Background: an optimization exercise with open tools, aiming at small area. Do not read the settings as production practice.
At most, simulation tests tie the RTL to the original design; equivalence was not proved.
Power is estimated from default activity; no workload was simulated.

==> 08-14 <==
Design slot_machine_v2, start of the top module:
module slot_machine_v2 (
    input MAX10_CLK1_50,
    input RST,    
    input KEY0,  
    input KEY1,  
    input SW0, SW1, SW2,  
    input SW9,            
    output LEDR0, LEDR1, LEDR2, LEDR3, LEDR4, LEDR5, LEDR6, LEDR7, LEDR8, LEDR9,
    output HEX00, HEX01, HEX02, HEX03, HEX04, HEX05, HEX06,
    output HEX30, HEX31, HEX32, HEX33, HEX34, HEX35, HEX36,
    output HEX40, HEX41, HEX42, HEX43, HEX44, HEX45, HEX46,
    output HEX50, HEX51, HEX52, HEX53, HEX54, HEX55, HEX56,
    output DMR0, DMR1, DMR2, DMR3, DMR4, DMR5, DMR6, DMR7,
    output DMC10, DMC11, DMC12, DMC13, DMC14, DMC15, DMC16, DMC17,
    output DMC00, DMC01, DMC02, DMC03, DMC04, DMC05, DMC06, DMC07
);
    wire btn_spin_clean;
    wire btn_reset_clean;
    wire [1:0] idx_L, idx_R;
    wire [7:0] pixels_L, pixels_R;
    wire [2:0] row_scan_idx;
    wire [15:0] rng_value;
    wire [9:0] led_wires;
    wire [3:0] bal_h, bal_t, bal_o;
    wire spin_rise, reset_rise;
    debounce db_spin  (.clk(MAX10_CLK1_50), .rst(RST), .btn_in(KEY0), .state(btn_spin_clean), .rise(spin_rise));
  ...
==> module slot_machine_controller, before the edit <==
module slot_machine_controller (
    input clk,
    input rst,
    input start_spin,    
    input do_reset,      
    input cheat_mode,
    input [2:0] sw_bet,
    input [3:0] random_seed,
    output reg [1:0] symbol_left,
    output reg [1:0] symbol_right,
    output [9:0] leds,
    output reg [3:0] bal_h,      
    output reg [3:0] bal_t,      
    output reg [3:0] bal_o       
);
    localparam [1:0] IDLE      = 2'd0;
    localparam [1:0] IDLE_SHOW = 2'd1;
    localparam [1:0] SPIN      = 2'd2;
    localparam [1:0] WIN       = 2'd3;
    reg [1:0] state;
    reg [7:0] d;
    reg [5:0] n;
    reg [4:0] jc;
    wire [4:0] jc_next = {jc[3:0], ~jc[4]};
    wire [9:0] onehot = {~jc[4] & ~jc[0], jc[0] & ~jc[1], jc[1] & ~jc[2], jc[2] & ~jc[3], jc[3] & ~jc[4],
                         jc[4] & jc[0], ~jc[0] & jc[1], ~jc[1] & jc[2], ~jc[2] & jc[3], ~jc[3] & jc[4]};
    wire win_on = ~^jc;
    wire win_last = ~jc[0] & jc[1];
    reg [2:0] bet;           
    reg [1:0] target_left;
    reg [1:0] target_right;
    wire d_zero   = (d == 8'd0);
    wire anim     = n[0] & (d == {3'd0, n[5:1]});
    wire stop_l   = (n == 6'd41) & (d == 8'd39);
    wire stop_r   = (n == 6'd61) & (d == 8'd59);
    wire flash    = (n == 6'd6) & (d == 8'd4);
    wire is_win = state[1] & state[0];
    reg [3:0] xh, xt, xo;
    wire [3:0] b_plus1 = {1'b0, bet} + 4'd1;                           
    wire [3:0] b2_ones = {1'b0, bet[1:0], 1'b0} + {2'd0, ~bet[2], 1'b0};  
    always @(*) begin
        if (!is_win) begin
            xh = 4'd9; xt = 4'd9; xo = 4'd9 - {1'b0, sw_bet};
        end else begin
            case (symbol_left)
                2'd0: begin  
                    xh = {3'd0, bet[2]}; xt = b2_ones; xo = 4'd0;
                end
                2'd1: begin  
                    xh = 4'd0; xt = {1'b0, b_plus1[3:1]}; xo = bet[0] ? 4'd0 : 4'd5;
                end
                2'd2: begin  
                    xh = 4'd0; xt = {3'd0, bet[2]}; xo = b2_ones;
                end
                default: begin  
                    xh = 4'd0; xt = 4'd0; xo = b_plus1;
                end
            endcase
        end
    end
    wire [4:0] so = bal_o + xo;
    wire co = (so > 5'd9);
    wire [3:0] ro = co ? so[3:0] + 4'd6 : so[3:0];
    wire [4:0] st_ = bal_t + xt + {4'd0, co};
    wire ct = (st_ > 5'd9);
    wire [3:0] rt = ct ? st_[3:0] + 4'd6 : st_[3:0];
    wire [4:0] sh = bal_h + xh + {4'd0, ct};
    wire ch = (sh > 5'd9);
    wire [3:0] rh = ch ? sh[3:0] + 4'd6 : sh[3:0];
    assign leds = (state == WIN) ? {10{win_on}} :
                  (state == IDLE) ? 10'd0 : onehot;
    always @(posedge clk) begin
        d <= d_zero ? 8'd250 : d - 8'd1;
        if (d_zero) n <= n + 6'd1;
        if (!state[1]) begin
            d <= 8'd250;
            n <= 6'd2;
            jc <= 5'd0;
            bet <= sw_bet;
            target_left <= random_seed[1:0];
            target_right <= cheat_mode ? random_seed[1:0] : random_seed[3:2];
        end
        if (rst) begin
            state <= IDLE;
            bal_h <= 4'd1; bal_t <= 4'd0; bal_o <= 4'd0;
            symbol_left <= 2'd0;
            symbol_right <= 2'd0;
        end else if (do_reset) begin
            bal_h <= 4'd1; bal_t <= 4'd0; bal_o <= 4'd0;
            state <= IDLE;
        end else case (state)
            IDLE, IDLE_SHOW: begin
                state <= IDLE;
                if (start_spin && ch) begin
                    bal_h <= rh; bal_t <= rt; bal_o <= ro;
                    state <= SPIN;
                end
            end
            SPIN: begin
                if (d_zero) jc <= jc_next;
                if (anim) begin
                    if (n < 6'd40) symbol_left <= symbol_left + 2'd1;
                    symbol_right <= symbol_right + 2'd1;
                end
                if (stop_l) symbol_left <= target_left;
                if (stop_r) begin
                    symbol_right <= target_right;
                    if (symbol_left == target_right) begin
                        state <= WIN;
                        d <= 8'd250;
                        n <= 6'd2;
                        jc <= 5'd0;
                    end else begin
                        state <= IDLE_SHOW;
                    end
                end
            end
            default: begin  
                if (flash) begin
                    d <= 8'd250;
                    n <= 6'd2;
                    jc <= jc_next;
                    if (win_last) begin
                        state <= IDLE;
                        if (ch) begin
                            bal_h <= 4'd9; bal_t <= 4'd9; bal_o <= 4'd9;
                        end else begin
                            bal_h <= rh; bal_t <= rt; bal_o <= ro;
                        end
                    end
                end
            end
        endcase
    end
endmodule
export LEC_CHECK = 0
export ABC_AREA = 1
export CAP_MARGIN = 20
export CORE_MARGIN = 2
export CORE_UTILIZATION = 40
export SLEW_MARGIN = 20
create_clock -name core_clock -period 15.0 [get_ports {MAX10_CLK1_50}]
standard.sh (not shown) runs the stock make flow with config.mk's settings and CLKGATE_MAP_FILE= SYNTH_SCRIPT=/design/flow/synth_recipe.tcl, a recipe that flattens the netlist after the stock synthesis.
==> flow/flow/run.sh <==
#!/bin/bash
# Own layout flow: the standard synthesis, then a stronger area re-mapping of the
# combinational logic between the (unchanged) registers, then the standard
# ORFS layout with small port buffers.
set -euo pipefail
WORK=$(pwd)
R=$WORK/orfs/results/$FLOW_PLATFORM/slot_machine_v2/base
YOSYS=${FLOW_HOME}/../tools/install/yosys/bin/yosys
[ -x "$YOSYS" ] || YOSYS=yosys

bash standard.sh synth > "$WORK/log_synth.txt" 2>&1

cp "$R/1_2_yosys.v" "$WORK/std_synth.v"
# Re-map with a few ABC scripts and keep the smallest result.
best=""; best_area=""
for s in "$WORK"/flow/s_*.abc; do
  tag=$(basename "$s" .abc)
  LIB=$FLOW_HOME/platforms/$FLOW_PLATFORM/lib/sky130_fd_sc_hd__tt_025C_1v80.lib \
  IN=$WORK/std_synth.v OUT=$WORK/reopt_$tag.v SCRIPT=$s \
    "$YOSYS" -c "$WORK/flow/reopt.tcl" > "$WORK/log_reopt_$tag.txt" 2>&1 || continue
  a=$(awk '/Chip area for module/ {print $NF}' "$WORK/reopt_$tag.v.after.txt" | tail -1)
  echo "$tag $a" >> "$WORK/reopt_areas.txt"
  if [ -z "$best" ] || awk -v a="$a" -v b="$best_area" 'BEGIN{exit !(a<b)}'; then
    best=$WORK/reopt_$tag.v; best_area=$a
  fi
done
[ -n "$best" ] || { echo "no re-mapping succeeded" >&2; exit 1; }
cp "$best" "$R/1_2_yosys.v"
rm -f "$R/1_synth.odb"

EXTRA=("BUFFER_PORTS_ARGS=-buffer_cell sky130_fd_sc_hd__buf_1")
if [ -f "$WORK/flow/cts_args.txt" ]; then
  EXTRA+=("CTS_ARGS=$(cat "$WORK/flow/cts_args.txt")")
fi
bash standard.sh "${EXTRA[@]}" finish > "$WORK/log_layout.txt" 2>&1
==> flow/flow/reopt.tcl <==
# Re-map the combinational logic of the standard synthesis for area. Registers
# keep their instances, names and cell types.
yosys -import
set lib $::env(LIB)
read_liberty -ignore_miss_func $lib
read_verilog $::env(IN)
hierarchy -top slot_machine_v2
# registers stay cell instances; every other cell is flattened into its function
blackbox sky130_fd_sc_hd__df* sky130_fd_sc_hd__edf* sky130_fd_sc_hd__sdf*
flatten
opt_clean -purge
tee -o $::env(OUT).before.txt stat -liberty $lib
set du {}
foreach c {probe_p_8 probec_p_8 lpflow_bleeder_1 lpflow_clkbufkapwr_1 lpflow_clkbufkapwr_16 lpflow_clkbufkapwr_2 lpflow_clkbufkapwr_4 lpflow_clkbufkapwr_8 lpflow_clkinvkapwr_1 lpflow_clkinvkapwr_16 lpflow_clkinvkapwr_2 lpflow_clkinvkapwr_4 lpflow_clkinvkapwr_8 lpflow_decapkapwr_12 lpflow_decapkapwr_3 lpflow_decapkapwr_4 lpflow_decapkapwr_6 lpflow_decapkapwr_8 lpflow_inputiso0n_1 lpflow_inputiso0p_1 lpflow_inputiso1n_1 lpflow_inputiso1p_1 lpflow_inputisolatch_1 lpflow_isobufsrc_1 lpflow_isobufsrc_16 lpflow_isobufsrc_2 lpflow_isobufsrc_4 lpflow_isobufsrc_8 lpflow_isobufsrckapwr_16 lpflow_lsbuf_lh_hl_isowell_tap_1 lpflow_lsbuf_lh_hl_isowell_tap_2 lpflow_lsbuf_lh_hl_isowell_tap_4 lpflow_lsbuf_lh_isowell_4 lpflow_lsbuf_lh_isowell_tap_1 lpflow_lsbuf_lh_isowell_tap_2 lpflow_lsbuf_lh_isowell_tap_4} {
  lappend du -dont_use sky130_fd_sc_hd__$c
}
abc -liberty $lib {*}$du -script $::env(SCRIPT) slot_machine_v2
opt_clean -purge
read_liberty -lib -overwrite -ignore_miss_func $lib
hilomap -singleton -hicell sky130_fd_sc_hd__conb_1 HI -locell sky130_fd_sc_hd__conb_1 LO
insbuf -buf sky130_fd_sc_hd__buf_1 A X
opt_clean -purge
yosys rename -enumerate -pattern _r%_
tee -o $::env(OUT).after.txt stat -liberty $lib
check -assert
write_verilog -noattr -nohex -nodec $::env(OUT)
==> flow/flow/s_a1.abc <==
strash
balance -l
resub -K 6 -l
rewrite -l
resub -K 6 -N 2 -l
refactor -l
resub -K 8 -l
balance -l
resub -K 8 -N 2 -l
rewrite -l
resub -K 10 -l
rewrite -z -l
resub -K 10 -N 2 -l
balance -l
resub -K 12 -l
refactor -z -l
resub -K 12 -N 2 -l
rewrite -z -l
balance -l
balance -l
resub -K 6 -l
rewrite -l
resub -K 6 -N 2 -l
refactor -l
resub -K 8 -l
balance -l
resub -K 8 -N 2 -l
rewrite -l
resub -K 10 -l
rewrite -z -l
resub -K 10 -N 2 -l
balance -l
resub -K 12 -l
refactor -z -l
resub -K 12 -N 2 -l
rewrite -z -l
balance -l
dch -f
amap
==> flow/flow/s_b1.abc <==
strash
balance -l
resub -K 6 -l
rewrite -l
resub -K 6 -N 2 -l
refactor -l
resub -K 8 -l
balance -l
resub -K 8 -N 2 -l
rewrite -l
resub -K 10 -l
rewrite -z -l
resub -K 10 -N 2 -l
balance -l
resub -K 12 -l
refactor -z -l
resub -K 12 -N 2 -l
rewrite -z -l
balance -l
dch -f
amap
==> flow/flow/s_b4.abc <==
strash
balance -l
resub -K 6 -l
rewrite -l
resub -K 6 -N 2 -l
refactor -l
resub -K 8 -l
balance -l
resub -K 8 -N 2 -l
rewrite -l
resub -K 10 -l
rewrite -z -l
resub -K 10 -N 2 -l
balance -l
resub -K 12 -l
refactor -z -l
resub -K 12 -N 2 -l
rewrite -z -l
balance -l
balance -l
resub -K 6 -l
rewrite -l
resub -K 6 -N 2 -l
refactor -l
resub -K 8 -l
balance -l
resub -K 8 -N 2 -l
rewrite -l
resub -K 10 -l
rewrite -z -l
resub -K 10 -N 2 -l
balance -l
resub -K 12 -l
refactor -z -l
resub -K 12 -N 2 -l
rewrite -z -l
balance -l
balance -l
resub -K 6 -l
rewrite -l
resub -K 6 -N 2 -l
refactor -l
resub -K 8 -l
balance -l
resub -K 8 -N 2 -l
rewrite -l
resub -K 10 -l
rewrite -z -l
resub -K 10 -N 2 -l
balance -l
resub -K 12 -l
refactor -z -l
resub -K 12 -N 2 -l
rewrite -z -l
balance -l
dch -f
amap
==> flow/flow/s_b6.abc <==
strash
balance -l
resub -K 6 -l
rewrite -l
resub -K 6 -N 2 -l
refactor -l
resub -K 8 -l
balance -l
resub -K 8 -N 2 -l
rewrite -l
resub -K 10 -l
rewrite -z -l
resub -K 10 -N 2 -l
balance -l
resub -K 12 -l
refactor -z -l
resub -K 12 -N 2 -l
rewrite -z -l
balance -l
balance -l
resub -K 6 -l
rewrite -l
resub -K 6 -N 2 -l
refactor -l
resub -K 8 -l
balance -l
resub -K 8 -N 2 -l
rewrite -l
resub -K 10 -l
rewrite -z -l
resub -K 10 -N 2 -l
balance -l
resub -K 12 -l
refactor -z -l
resub -K 12 -N 2 -l
rewrite -z -l
balance -l
dch
amap
Other scripts of this flow, unchanged in this note and not shown: flow/flow/cts_args.txt
==> 08-20 (differences from 08-14) <==
--- a/flow/design.v
+++ b/flow/design.v
@@ -61,12 +61,7 @@
     reg [1:0] state;
     reg [7:0] d;
     reg [5:0] n;
-    reg [4:0] jc;
-    wire [4:0] jc_next = {jc[3:0], ~jc[4]};
-    wire [9:0] onehot = {~jc[4] & ~jc[0], jc[0] & ~jc[1], jc[1] & ~jc[2], jc[2] & ~jc[3], jc[3] & ~jc[4],
-                         jc[4] & jc[0], ~jc[0] & jc[1], ~jc[1] & jc[2], ~jc[2] & jc[3], ~jc[3] & jc[4]};
-    wire win_on = ~^jc;
-    wire win_last = ~jc[0] & jc[1];
+    reg [3:0] pos;
     reg [2:0] bet;           
     reg [1:0] target_left;
     reg [1:0] target_right;
@@ -108,19 +103,11 @@
     wire [4:0] sh = bal_h + xh + {4'd0, ct};
     wire ch = (sh > 5'd9);
     wire [3:0] rh = ch ? sh[3:0] + 4'd6 : sh[3:0];
-    assign leds = (state == WIN) ? {10{win_on}} :
-                  (state == IDLE) ? 10'd0 : onehot;
+    assign leds = (state == WIN) ? {10{pos[0]}} :
+                  (state == IDLE) ? 10'd0 : (10'd1 << pos);
     always @(posedge clk) begin
         d <= d_zero ? 8'd250 : d - 8'd1;
         if (d_zero) n <= n + 6'd1;
-        if (!state[1]) begin
-            d <= 8'd250;
-            n <= 6'd2;
-            jc <= 5'd0;
-            bet <= sw_bet;
-            target_left <= random_seed[1:0];
-            target_right <= cheat_mode ? random_seed[1:0] : random_seed[3:2];
-        end
         if (rst) begin
             state <= IDLE;
             bal_h <= 4'd1; bal_t <= 4'd0; bal_o <= 4'd0;
@@ -133,12 +120,18 @@
             IDLE, IDLE_SHOW: begin
                 state <= IDLE;
                 if (start_spin && ch) begin
+                    bet <= sw_bet;
                     bal_h <= rh; bal_t <= rt; bal_o <= ro;
                     state <= SPIN;
+                    d <= 8'd250;
+                    n <= 6'd2;
+                    pos <= 4'd9;
+                    target_left <= random_seed[1:0];
+                    target_right <= cheat_mode ? random_seed[1:0] : random_seed[3:2];
                 end
             end
             SPIN: begin
-                if (d_zero) jc <= jc_next;
+                if (d_zero) pos <= (pos == 4'd0) ? 4'd9 : pos - 4'd1;
                 if (anim) begin
                     if (n < 6'd40) symbol_left <= symbol_left + 2'd1;
                     symbol_right <= symbol_right + 2'd1;
@@ -150,7 +143,7 @@
                         state <= WIN;
                         d <= 8'd250;
                         n <= 6'd2;
-                        jc <= 5'd0;
+                        pos <= 4'd9;
                     end else begin
                         state <= IDLE_SHOW;
                     end
@@ -160,8 +153,8 @@
                 if (flash) begin
                     d <= 8'd250;
                     n <= 6'd2;
-                    jc <= jc_next;
-                    if (win_last) begin
+                    pos <= pos - 4'd1;
+                    if (pos == 4'd3) begin
                         state <= IDLE;
                         if (ch) begin
                             bal_h <= 4'd9; bal_t <= 4'd9; bal_o <= 4'd9;
==> flow/flow/run.sh (replaced) <==
#!/bin/bash
# Own layout flow: the standard synthesis, then a stronger area re-mapping of the
# combinational logic between the (unchanged) registers, then the standard
# ORFS layout with small port buffers.
set -euo pipefail
WORK=$(pwd)
R=$WORK/orfs/results/$FLOW_PLATFORM/slot_machine_v2/base
YOSYS=${FLOW_HOME}/../tools/install/yosys/bin/yosys
[ -x "$YOSYS" ] || YOSYS=yosys

bash standard.sh synth > "$WORK/log_synth.txt" 2>&1

cp "$R/1_2_yosys.v" "$WORK/std_synth.v"
LIB=$FLOW_HOME/platforms/$FLOW_PLATFORM/lib/sky130_fd_sc_hd__tt_025C_1v80.lib \
IN=$WORK/std_synth.v OUT=$WORK/reopt.v SCRIPT=$WORK/flow/area.abc \
  "$YOSYS" -c "$WORK/flow/reopt.tcl" > "$WORK/log_reopt.txt" 2>&1
cp "$WORK/reopt.v" "$R/1_2_yosys.v"
rm -f "$R/1_synth.odb"

EXTRA=("BUFFER_PORTS_ARGS=-buffer_cell sky130_fd_sc_hd__buf_1")
if [ -f "$WORK/flow/cts_args.txt" ]; then
  EXTRA+=("CTS_ARGS=$(cat "$WORK/flow/cts_args.txt")")
fi
bash standard.sh "${EXTRA[@]}" finish > "$WORK/log_layout.txt" 2>&1
==> flow/flow/area.abc (new file) <==
strash
balance -l
resub -K 6 -l
rewrite -l
resub -K 6 -N 2 -l
refactor -l
resub -K 8 -l
balance -l
resub -K 8 -N 2 -l
rewrite -l
resub -K 10 -l
rewrite -z -l
resub -K 10 -N 2 -l
balance -l
resub -K 12 -l
refactor -z -l
resub -K 12 -N 2 -l
rewrite -z -l
balance -l
balance -l
resub -K 6 -l
rewrite -l
resub -K 6 -N 2 -l
refactor -l
resub -K 8 -l
balance -l
resub -K 8 -N 2 -l
rewrite -l
resub -K 10 -l
rewrite -z -l
resub -K 10 -N 2 -l
balance -l
resub -K 12 -l
refactor -z -l
resub -K 12 -N 2 -l
rewrite -z -l
balance -l
dch -f
amap
- CORE_UTILIZATION: 40 -> 70
removed: flow/flow/s_a1.abc
removed: flow/flow/s_b1.abc
removed: flow/flow/s_b4.abc
removed: flow/flow/s_b6.abc
==> out/metrics.csv <==
metric,value,unit
endpoint,logic_inst.bal_o[1]$_SDFFE_PP0P_,
critPathMaxStageDelay,0.47,ns
taps,136,
clkPwrFrac,31.0,%
status,"complete, no violations",
min_delay_path_depth,2,
place.gp.congestion,0.935,
drt_wl_total,10200,um
clk_pin_slew_worst_paths,0.09,ns
syn_avg_cell_area,7.25,um^2
final_area,0.00484,mm^2
multi_input_area,0.00220,mm^2
cp_top_family,compound AO/OA/AOI/OAI gates,
ir_drop,48.2,uV
die_y,108,um
# the run above: 08-14

==> out/metrics.csv <==
metric,value,unit
drt_wl_total,11400,um
endpoint,logic_inst.bal_h[2]$_SDFFE_PN0P_,
ir_drop,113,uV
final_area,0.00481,mm^2
critPathMaxStageDelay,0.51,ns
comb_power,75.3,uW
clk_pin_slew_worst_paths,0.10,ns
multi_input_area,0.00222,mm^2
taps,75,
status,"complete, no violations",
clkPwrFrac,26.3,%
crit_type,in -> reg,
min_delay_path_depth,1,
syn_avg_cell_area,7.07,um^2
# the run above: 08-20

Function not checked in 08-20: the RTL went through the layout flow alone.

## afterwards: timing with drivers on the ports
The flow's constraints put no driver on any port. The routed layouts listed below were extracted and timed again, unchanged, in two steps. Step 1 sets driving cells, clkbuf_16 on the clock port and buf_2 on the other inputs (assumed; they add their load-dependent delay and slew). Step 2 adds t to the input delays and takes it off the output delays; t is the mean of the earliest and latest rising clock arrival at the registers after step 1. Input paths then give back, and output paths get back, about the clock's delay inside the block. a / b / c = ideal ports / drivers / drivers and shift; a / b = the first two.
| run | t (ns) | setup WS [ns] | hold WS [ns] | latest minus earliest clock arrival (ns) | cell pins on the clock port's net |
|---|---|---|---|---|---|
| 08-14 | 0.378 | 6.467 / 6.476 / 6.098 | 0.402 / 0.402 / 0.402 | 0.025 / 0.024 | 1 |
| 08-20 | 0.378 | 6.080 / 6.085 / 5.707 | 0.417 / 0.417 / 0.417 | 0.033 / 0.034 | 1 |
After both steps every run listed still meets setup and hold. The setup slack of 08-20, which loses most, moves by +0.005 ns with the drivers and by -0.373 ns with both steps.
